This is an optimization exercise on Yosys and OpenROAD, whose aim is small area and a short achievable clock period, not a production implementation.
Where RTL was checked, it was by simulation tests only, not by an equivalence proof against the original.
Power and IR drop assume default switching activity.

== onyx ==
## gca_dlnv
module gca_dlnv(
    input [31:0]    coord0,
    input [31:0]    coord1,
    input           ld,
    input           step,
    input           CLK,
    output          FC,
    output [20:0]   ADDR
);
Size: roughly 720 cells after synthesis, about 89 I/O pins, about 5700 µm² of cells after synthesis.
export LEC_CHECK = 0
export CAP_MARGIN = 20
export CORE_MARGIN = 2
export CORE_UTILIZATION = 40
export CTS_BUF_LIST = sky130_fd_sc_hd__clkbuf_4 sky130_fd_sc_hd__clkbuf_8
export SETUP_SLACK_MARGIN = 1.8
export SLEW_MARGIN = 20
create_clock -name core_clock -period 5.0 [get_ports {CLK}]
standard.sh (not shown) runs the stock make flow with config.mk's settings and CLKGATE_MAP_FILE= SYNTH_SCRIPT=/design/flow/synth_recipe.tcl, a recipe that flattens the netlist after the stock synthesis.
==> flow/flow/run.sh <==
#!/bin/bash
# Own layout flow: the standard ORFS flow (standard.sh) with
#  - ORFS's full/half-adder extraction turned off, so ABC maps the adders
#  - a shorter ABC mapping script (structural choices, then delay mapping)
#  - plain buffers on the ports instead of the delay cells ORFS picks
set -euo pipefail
here=$(pwd)
rm -rf "$here/scripts_mod"
cp -r "$FLOW_HOME/scripts" "$here/scripts_mod"
cp "$here/flow/abc_speed.script" "$here/scripts_mod/abc_speed.script"
export SCRIPTS_DIR="$here/scripts_mod"
export ADDER_MAP_FILE=
export BUFFER_PORTS_ARGS="-buffer_cell sky130_fd_sc_hd__buf_2"
bash standard.sh > standard.log 2>&1
==> flow/flow/abc_speed.script <==
&get -n
&st
&dch
&nf
&put
Modified inputs, cedar compared to onyx
Settings: SETUP_SLACK_MARGIN now 2.2, was 1.8.
--- outcome ---
Both conditions hold for cedar: the flow ran to the end and the final layout passed the timing, DRC and antenna checks. Design area, cedar and onyx: larger value in cedar. Against onyx as the reference, cedar delivers a lower data arrival time of the critical path. Compare cedar and onyx | delay contributed by the slowest stage of the critical path lower: cedar. Higher overall fraction of global-route tracks in use was reported by cedar, not onyx.
## Diff of input files: indigo against cedar
Settings: swapping 40 for 65 in CORE_UTILIZATION; putting GPL_TIMING_DRIVEN at 1 where nothing was set.
Findings:
Compared with cedar, indigo shows a lower fraction of area in multi-input gates. Final-stage net count was higher in indigo than in cedar. indigo ends up with a worst clock skew on the final layout that is 0.0095 ns higher than in cedar. indigo vs cedar, final critical-path required period went up by 0.35 ns. On first-pass GRT wire length, the lower figure sits with cedar, not indigo. Taking cedar as 1.0, indigo lands at 0.950 on count of placed standard cells in the final layout, fillers left out. As far as count of boundary I/O pins goes, cedar and indigo are indistinguishable; the numbers are identical.
Function was not checked in any run of this note: the RTL went through the layout flow alone.

## raven
gca_dlnv, a different RTL version from the one above (not shown whole).
Size: roughly 60 flip-flops.
// gca_dlnv
module gca_dlnv(
    input [31:0]    coord0,
    input [31:0]    coord1,
    input           ld,
    input           step,
    input           CLK,
    output          FC,
    output [20:0]   ADDR
);
clock: 5.0 ns
lec_check: 0
cap_margin: 20
core_margin: 2
core_utilization: 40
setup_slack_margin: 2.4
slew_margin: 20
==> flow/flow/run.sh <==
#!/bin/bash
# Own layout flow: the standard ORFS flow (standard.sh) with
#  - ORFS's full/half-adder extraction turned off, so ABC maps the adders
#  - a shorter ABC mapping script (structural choices, then delay mapping)
#  - plain buffers on the ports instead of the delay cells ORFS picks
#  - a clock tree with larger sink clusters and no dummy loads
set -euo pipefail
here=$(pwd)
rm -rf "$here/scripts_mod"
cp -r "$FLOW_HOME/scripts" "$here/scripts_mod"
cp "$here/flow/abc_speed.script" "$here/scripts_mod/abc_speed.script"
export SCRIPTS_DIR="$here/scripts_mod"
export ADDER_MAP_FILE=
export BUFFER_PORTS_ARGS="-buffer_cell sky130_fd_sc_hd__buf_1"
export CTS_ARGS="-sink_clustering_enable -repair_clock_nets -dont_use_dummy_load -sink_clustering_size ${CTS_SINKS:-20} -buf_list {sky130_fd_sc_hd__clkbuf_4 sky130_fd_sc_hd__clkbuf_8}"
bash standard.sh > standard.log 2>&1
Scripts as last shown in full above: flow/flow/abc_speed.script
Input-level comparison between yarrow and raven:
Settings: CTS_BUF_LIST newly set to sky130_fd_sc_hd__clkbuf_4 sky130_fd_sc_hd__clkbuf_8; SETUP_SLACK_MARGIN changed from 2.4 to 1.8.
--- a/flow/flow/run.sh
+++ b/flow/flow/run.sh
@@ -4,5 +4,4 @@
 #  - a shorter ABC mapping script (structural choices, then delay mapping)
 #  - plain buffers on the ports instead of the delay cells ORFS picks
-#  - a clock tree with larger sink clusters and no dummy loads
 set -euo pipefail
 here=$(pwd)
@@ -13,4 +12,3 @@
 export ADDER_MAP_FILE=
 export BUFFER_PORTS_ARGS="-buffer_cell sky130_fd_sc_hd__buf_1"
-export CTS_ARGS="-sink_clustering_enable -repair_clock_nets -dont_use_dummy_load -sink_clustering_size ${CTS_SINKS:-20} -buf_list {sky130_fd_sc_hd__clkbuf_4 sky130_fd_sc_hd__clkbuf_8}"
 bash standard.sh > standard.log 2>&1
## What came out
yarrow: no failed stages, no open violations at the end. Compared with raven, in yarrow wire length per cell after detailed routing down 10%; final cell count down 51; site row count flat. yarrow vs. raven: post-route core utilization went down by 10 points.
Changes in willow relative to yarrow:
Settings: SETUP_SLACK_MARGIN: 1.8 -> 2.2; CTS_BUF_LIST: sky130_fd_sc_hd__clkbuf_4 sky130_fd_sc_hd__clkbuf_8 -> unset.
--- a/flow/flow/run.sh
+++ b/flow/flow/run.sh
@@ -4,4 +4,5 @@
 #  - a shorter ABC mapping script (structural choices, then delay mapping)
 #  - plain buffers on the ports instead of the delay cells ORFS picks
+#  - a clock tree with larger sink clusters and no dummy loads
 set -euo pipefail
 here=$(pwd)
@@ -12,3 +13,4 @@
 export ADDER_MAP_FILE=
 export BUFFER_PORTS_ARGS="-buffer_cell sky130_fd_sc_hd__buf_1"
+export CTS_ARGS="-sink_clustering_enable -repair_clock_nets -dont_use_dummy_load -sink_clustering_size ${CTS_SINKS:-20} -buf_list {sky130_fd_sc_hd__clkbuf_4 sky130_fd_sc_hd__clkbuf_8}"
 bash standard.sh > standard.log 2>&1
Findings:
yarrow → willow: proportion of final cell area spent on non-clock buffers went up by 2.2 points, total met2 wirelength after detailed routing picked up an extra about 9%, part of the total power dissipated in combinational logic moved up, largest stage delay on the critical path lost 60 ps.
Final non-filler cell total delta for willow relative to yarrow: 13 higher
The inputs of xenon differ from those of willow as listed below.
Settings: SETUP_SLACK_MARGIN changed from 2.2 to 1.8.
Share of layout cells above drive strength 1: xenon lower than willow. xenon vs willow on worst slew margin relative to its limit: xenon is the lower one. Critical setup path kind = flop to flop: xenon; critical setup path kind = input port to flop: willow. Route | xenon vs willow | wire shorter in xenon.
Changes in amber relative to xenon:
Settings: swapping 1.8 for 2.0 in SETUP_SLACK_MARGIN.
==> flow/flow/abc_speed.script <==
&get -n
&st
&syn2
&dch
&nf
&put
## What came out
- Going from xenon to amber, global-route usage higher, met1 wire length higher, share of power burned in combinational logic lower, fraction of area in multi-input gates higher.
- Comparing xenon and amber, the lower area added between synthesis and finish is on xenon.

The RTL this note starts from:
==> flow/design.v <==
module gca_dlnv(
    input [31:0]    coord0,
    input [31:0]    coord1,
    input           ld,
    input           step,
    input           CLK,
    output          FC,
    output [20:0]   ADDR
);
    wire [10:0] xs = coord0[10:0];
    wire [9:0]  ys = coord0[20:11];
    wire [10:0] x1 = coord1[10:0];
    wire [9:0]  y1 = coord1[20:11];
    reg  [10:0] x;
    reg  [9:0]  y;
    reg         sx, sy;      
    reg  [10:0] dx;          
    reg  [9:0]  dy;          
    reg  [11:0] q;           
    reg         xmaj_n;      
    reg  [11:0] h;           
    reg         eqx, eqy;    
    wire xmaj = q[11];
    wire [11:0] tx  = {1'b0, x1} + {1'b0, ~xs};
    wire [10:0] ty  = {1'b0, y1} + {1'b0, ~ys};
    wire [10:0] tx1 = x1 + ~xs + 11'd1;
    wire [9:0]  ty1 = y1 + ~ys + 10'd1;
    wire [10:0] adx = tx[11] ? tx1 : ~tx[10:0];
    wire [9:0]  ady = ty[10] ? ty1 : ~ty[9:0];
    wire [11:0] qn = {2'b0, dy} - {1'b0, dx};
    wire [11:0] h0 = q + (xmaj_n ? ~{3'b0, dy[9:1]} : {2'b0, dx[10:1]});
    wire gox = xmaj | h[11];         
    wire goy = xmaj_n | ~h[11];      
    wire both = gox & goy;
    wire [11:0] sa = xmaj ? {2'b0, dy} : ~{1'b0, dx};
    wire [11:0] hs = h + (both ? q : sa) + {11'd0, ~both & xmaj_n};
    wire mx = step & gox;
    wire my = step & goy;
    wire [10:0] wx = x ^ {11{sx}};
    wire [9:0]  wy = y ^ {10{sy}};
    wire [10:0] fx;
    wire [9:0]  fy;
    assign fx[0] = 1'b1;
    assign fy[0] = 1'b1;
    genvar i;
    generate
        for (i = 1; i < 11; i = i + 1) begin : gfx
            assign fx[i] = &wx[i-1:0];
        end
        for (i = 1; i < 10; i = i + 1) begin : gfy
            assign fy[i] = &wy[i-1:0];
        end
    endgenerate
    wire [10:0] ex = x ^ x1;
    wire [9:0]  ey = y ^ y1;
    wire eqx_hold = ~|ex;
    wire eqy_hold = ~|ey;
    wire eqx_step = ex == fx;
    wire eqy_step = ey == fy;
    assign ADDR = {y, x};
    assign FC = ~ld & (xmaj ? eqx : eqy);
    always @(posedge CLK) begin
        x <= ld ? xs : x ^ ({11{mx}} & fx);
        y <= ld ? ys : y ^ ({10{my}} & fy);
        eqx <= (mx & ~ld) ? eqx_step : eqx_hold;
        eqy <= (my & ~ld) ? eqy_step : eqy_hold;
        sx <= ~tx[11];
        sy <= ~ty[10];
        dx <= adx;
        dy <= ady;
        q <= qn;
        xmaj_n <= ~qn[11];
        if (ld) begin
            h <= h0;
        end else if (step) begin
            h <= hs;
        end
    end
endmodule
==> flow/config.mk <==
export PLATFORM = sky130hd
export DESIGN_NAME = gca_dlnv
export DESIGN_NICKNAME = gca_dlnv
export VERILOG_FILES = /design/flow/design.v
export SDC_FILE = /design/flow/constraint.sdc
export NUM_CORES = 4
export LEC_CHECK = 0
export CAP_MARGIN = 20
export CORE_MARGIN = 2
export CORE_UTILIZATION = 40
export SETUP_SLACK_MARGIN = 2.7
export SLEW_MARGIN = 20
==> flow/constraint.sdc <==
create_clock -name core_clock -period 5.0 [get_ports {CLK}]
set_input_delay 1.0000 -clock core_clock [delete_from_list [all_inputs] [get_ports {CLK}]]
set_output_delay 1.0000 -clock core_clock [all_outputs]
set_load 0.01 [all_outputs]
==> flow/flow/run.sh <==
#!/bin/bash
# Own layout flow: the standard ORFS flow (standard.sh) with
#  - ORFS's full/half-adder extraction turned off, so ABC maps the adders
#  - a shorter ABC mapping script (structural choices, then delay mapping)
#  - plain buffers on the ports instead of the delay cells ORFS picks
#  - a clock tree with larger sink clusters and no dummy loads
set -euo pipefail
here=$(pwd)
rm -rf "$here/scripts_mod"
cp -r "$FLOW_HOME/scripts" "$here/scripts_mod"
cp "$here/flow/abc_speed.script" "$here/scripts_mod/abc_speed.script"
export SCRIPTS_DIR="$here/scripts_mod"
export ADDER_MAP_FILE=
export BUFFER_PORTS_ARGS="-buffer_cell sky130_fd_sc_hd__buf_1"
export CTS_ARGS="-sink_clustering_enable -repair_clock_nets -dont_use_dummy_load -sink_clustering_size ${CTS_SINKS:-20} -buf_list {sky130_fd_sc_hd__clkbuf_4 sky130_fd_sc_hd__clkbuf_8}"
bash standard.sh > standard.log 2>&1
==> flow/flow/abc_speed.script <==
&get -n
&st
&dch
&nf
&put
Rerun with:
--- a/flow/flow/run.sh
+++ b/flow/flow/run.sh
@@ -15 +15 @@
-export CTS_ARGS="-sink_clustering_enable -repair_clock_nets -dont_use_dummy_load -sink_clustering_size ${CTS_SINKS:-20} -buf_list {sky130_fd_sc_hd__clkbuf_4 sky130_fd_sc_hd__clkbuf_8}"
+export CTS_ARGS="-sink_clustering_enable -repair_clock_nets -dont_use_dummy_load -sink_clustering_size 40 -sink_clustering_max_diameter 150 -buf_list {sky130_fd_sc_hd__clkbuf_4}"
--- a/flow/config.mk
+++ b/flow/config.mk
@@ -11 +11 @@
-export SETUP_SLACK_MARGIN = 2.7
+export SETUP_SLACK_MARGIN = 2.2
Effect: The new run produced a clean layout; total power went down by about a fifth; worst hold slack degrades by 0.010 ns; maximum frequency is about the same; die area stays the same; global-route usage goes down by 2.2 points; cell area drops by about a fifth; synthesized area does not change; wire length is lower by about a fifth; via count went down by a little under a tenth; cell count shrinks by a few percent.
Rerun with:
--- a/flow/flow/run.sh
+++ b/flow/flow/run.sh
@@ -15 +15 @@
-export CTS_ARGS="-sink_clustering_enable -repair_clock_nets -dont_use_dummy_load -sink_clustering_size 40 -sink_clustering_max_diameter 150 -buf_list {sky130_fd_sc_hd__clkbuf_4}"
+export CTS_ARGS="-sink_clustering_enable -repair_clock_nets -dont_use_dummy_load -sink_clustering_size ${CTS_SINKS:-20} -buf_list {sky130_fd_sc_hd__clkbuf_4 sky130_fd_sc_hd__clkbuf_8}"
Sequential share of layout area falls by 0.49 points.
Sequential power barely changes.
Final area goes up by a few percent.
Register-to-register slack loses 0.02 ns.
Rerun with:
--- a/flow/flow/run.sh
+++ b/flow/flow/run.sh
@@ -15 +15 @@
-export CTS_ARGS="-sink_clustering_enable -repair_clock_nets -dont_use_dummy_load -sink_clustering_size ${CTS_SINKS:-20} -buf_list {sky130_fd_sc_hd__clkbuf_4 sky130_fd_sc_hd__clkbuf_8}"
+export CTS_ARGS="-sink_clustering_enable -repair_clock_nets -dont_use_dummy_load -sink_clustering_size 40 -sink_clustering_max_diameter 150 -buf_list {sky130_fd_sc_hd__clkbuf_4}"
--- a/flow/config.mk
+++ b/flow/config.mk
@@ -11 +11 @@
-export SETUP_SLACK_MARGIN = 2.2
+export SETUP_SLACK_MARGIN = 2.3
After rerunning: Worst setup slack improves by 0.085 ns; critical path depth climbs by 1; clock-buffer cell count is unchanged; final area is lower by 0.40%.
Rerun with:
--- a/flow/flow/run.sh
+++ b/flow/flow/run.sh
@@ -15 +15 @@
-export CTS_ARGS="-sink_clustering_enable -repair_clock_nets -dont_use_dummy_load -sink_clustering_size 40 -sink_clustering_max_diameter 150 -buf_list {sky130_fd_sc_hd__clkbuf_4}"
+export CTS_ARGS="-sink_clustering_enable -repair_clock_nets -dont_use_dummy_load -sink_clustering_size ${CTS_SINKS:-20} -buf_list {sky130_fd_sc_hd__clkbuf_4 sky130_fd_sc_hd__clkbuf_8}"
--- a/flow/config.mk
+++ b/flow/config.mk
@@ -11 +11 @@
-export SETUP_SLACK_MARGIN = 2.3
+export SETUP_SLACK_MARGIN = 2.5
Outcome:
- core utilization climbs by 7.4 points
- setup slack loses 0.018 ns
- maximum frequency came out lower slightly
- power rises by roughly a tenth
- final cell count rises by a few percent
- sequential share of layout area drops by 2.9 points
- sequential cell count is unchanged
- clock skew hardly moves
- wire length is higher by roughly a tenth
Rerun with:
--- a/flow/config.mk
+++ b/flow/config.mk
@@ -11 +11 @@
-export SETUP_SLACK_MARGIN = 2.5
+export SETUP_SLACK_MARGIN = 2.3
@@ -12,0 +13 @@
+export TNS_END_PERCENT = 0
=>
- synthesized cell count stays the same
- total power drops by roughly a tenth
- wire length drops by roughly a tenth
- area after synthesis is unchanged

// gca_dlnv: RTL as listed in full above, without the edits since
clock: 5.0 ns
lec_check: 0
cap_margin: 20
core_margin: 2
core_utilization: 40
setup_slack_margin: 2.4
slew_margin: 20
==> flow/flow/run.sh <==
#!/bin/bash
# Own layout flow: the standard ORFS flow (standard.sh) with
#  - ORFS's full/half-adder extraction turned off, so ABC maps the adders
#  - a shorter ABC mapping script (structural choices, then delay mapping)
#  - plain buffers on the ports instead of the delay cells ORFS picks
#  - a clock tree with larger sink clusters and no dummy loads
set -euo pipefail
here=$(pwd)
rm -rf "$here/scripts_mod"
cp -r "$FLOW_HOME/scripts" "$here/scripts_mod"
cp "$here/flow/abc_speed.script" "$here/scripts_mod/abc_speed.script"
export SCRIPTS_DIR="$here/scripts_mod"
export ADDER_MAP_FILE=
export BUFFER_PORTS_ARGS="-buffer_cell sky130_fd_sc_hd__buf_1"
export CTS_ARGS="-sink_clustering_enable -repair_clock_nets -dont_use_dummy_load -sink_clustering_size 40 -sink_clustering_max_diameter 150 -buf_list {sky130_fd_sc_hd__clkbuf_4}"
bash standard.sh > standard.log 2>&1
Scripts as last shown in full above: flow/flow/abc_speed.script
Change:
--- a/flow/flow/run.sh
+++ b/flow/flow/run.sh
@@ -14,3 +14,3 @@
 export BUFFER_PORTS_ARGS="-buffer_cell sky130_fd_sc_hd__buf_1"
-export CTS_ARGS="-sink_clustering_enable -repair_clock_nets -dont_use_dummy_load -sink_clustering_size 40 -sink_clustering_max_diameter 150 -buf_list {sky130_fd_sc_hd__clkbuf_4}"
+export CTS_ARGS="-sink_clustering_enable -repair_clock_nets -dont_use_dummy_load -sink_clustering_size ${CTS_SINKS:-20} -buf_list {sky130_fd_sc_hd__clkbuf_4 sky130_fd_sc_hd__clkbuf_8}"
 bash standard.sh > standard.log 2>&1
SETUP_SLACK_MARGIN = 2.0   (was 2.4)
Area after synthesis is unchanged.
Global-route usage is lower by 0.85 points.
Setup slack degrades by 0.19 ns.
Change:
CORE_UTILIZATION = 55   (was 40)
PLACE_DENSITY = 0.75   (was default)
SETUP_SLACK_MARGIN = 2.3   (was 2.0)
Sequential share of layout area goes down by 1.6 points; routed wire length rises by roughly a tenth; count of clock-buffer cells in the layout stays the same; final cell count goes down slightly; worst hold slack degrades by 0.0062 ns; setup slack improved by 0.15 ns; die area fell by a quarter to a third; total power rises by about a fifth; fmax went up by a few percent.
Change:
==> flow/flow/abc_speed.script (replaced) <==
&get -n
&st
&dch
&nf
&put
buffer -c
topo
stime -c
upsize -c
dnsize -c
CORE_UTILIZATION = 40   (was 55)
PLACE_DENSITY = default   (was 0.75)
Via count shrinks by a few percent; register-to-register slack is better by 0.03 ns; synthesized area goes up by a few percent; cell area went up slightly; die area went up by well over a third; global-route usage shrinks by 8.3 points; power drops by a few percent; utilization came out lower by 20 points; critical path depth climbs by 2.
Change:
==> flow/flow/abc_speed.script (replaced) <==
&get -n
&st
&dch
&nf
&put
Critical path depth came out higher by 1. Non-clock buffer count came out lower by 4. Clock skew came out higher by 0.0049 ns. Power came out lower by 3.0%. Clock-buffer cell count is unchanged. Design area came out lower by 3.2%. Sequential share of layout area came out higher by 0.81 points. Die area came out lower by 5.4%. Final cell count came out lower by 0.77%. Wire length came out higher by 0.48%.

-- separate check: timing with driven ports --
No port has a modelled driver above. Below, the same layouts with a new extraction and two added sets of constraints.
Step 1, drivers: a clkbuf_16 drives CLK and a buf_2 each remaining input, both assumed.
Step 2 moves the port delays by t, midway between the first and last clock arrival at a register: inputs arrive t later, outputs are due t later. That takes back most of the time a late clock gives input paths.
Three values: ideal ports, drivers, drivers and shift; two values: the first two.
run | shift t [ns] | setup WS [ns] | hold slack, ns | clock arrival spread, ns | cell pins on the clock port's net
onyx | 0.376 | 1.854 / 1.854 / 1.571 | 0.583 / 0.583 / 0.583 | 0.011 / 0.011 | 1
cedar | 0.389 | 2.200 / 2.200 / 1.847 | 0.596 / 0.596 / 0.596 | 0.007 / 0.006 | 1
indigo | 0.383 | 1.850 / 1.850 / 1.664 | 0.599 / 0.599 / 0.599 | 0.018 / 0.018 | 1
raven | 0.367 | 2.170 / 2.170 / 1.908 | 0.623 / 0.623 / 0.623 | 0.023 / 0.023 | 1
yarrow | 0.369 | 1.931 / 1.931 / 1.617 | 0.607 / 0.607 / 0.607 | 0.013 / 0.013 | 1
willow | 0.380 | 2.105 / 2.119 / 1.739 | 0.604 / 0.604 / 0.604 | 0.017 / 0.016 | 1
xenon | 0.360 | 1.912 / 1.912 / 1.631 | 0.607 / 0.607 / 0.607 | 0.022 / 0.022 | 1
amber | 0.387 | 2.036 / 2.036 / 1.785 | 0.623 / 0.623 / 0.623 | 0.012 / 0.012 | 1
the first run of note 3 | 0.366 | 2.283 / 2.277 / 1.910 | 0.486 / 0.486 / 0.486 | 0.018 / 0.019 | 1
the second run of note 3 | 0.441 | 2.287 / 2.287 / 1.873 | 0.476 / 0.476 / 0.476 | 0.031 / 0.032 | 1
the third run of note 3 | 0.375 | 2.267 / 2.267 / 1.948 | 0.474 / 0.474 / 0.474 | 0.022 / 0.022 | 1
the fourth run of note 3 | 0.462 | 2.352 / 2.352 / 1.948 | 0.486 / 0.486 / 0.486 | 0.023 / 0.022 | 1
the fifth run of note 3 | 0.398 | 2.334 / 2.334 / 1.964 | 0.483 / 0.483 / 0.483 | 0.025 / 0.025 | 1
the sixth run of note 3 | 0.388 | 2.239 / 2.247 / 1.860 | 0.474 / 0.474 / 0.474 | 0.024 / 0.025 | 1
the first run of note 4 | 0.444 | 2.318 / 2.318 / 1.936 | 0.484 / 0.484 / 0.484 | 0.026 / 0.025 | 1
the second run of note 4 | 0.384 | 2.128 / 2.140 / 1.756 | 0.477 / 0.477 / 0.477 | 0.018 / 0.018 | 1
the third run of note 4 | 0.390 | 2.277 / 2.277 / 1.960 | 0.471 / 0.471 / 0.471 | 0.019 / 0.020 | 1
the fourth run of note 4 | 0.387 | 2.310 / 2.310 / 1.954 | 0.467 / 0.467 / 0.467 | 0.012 / 0.011 | 1
the fifth run of note 4 | 0.389 | 2.365 / 2.373 / 1.988 | 0.481 / 0.481 / 0.481 | 0.017 / 0.017 | 1
After both steps setup and hold are still met in every run listed. For the second run of note 3, which loses most, drivers alone change the setup slack by 0.000 ns; drivers and shift together by -0.414 ns.
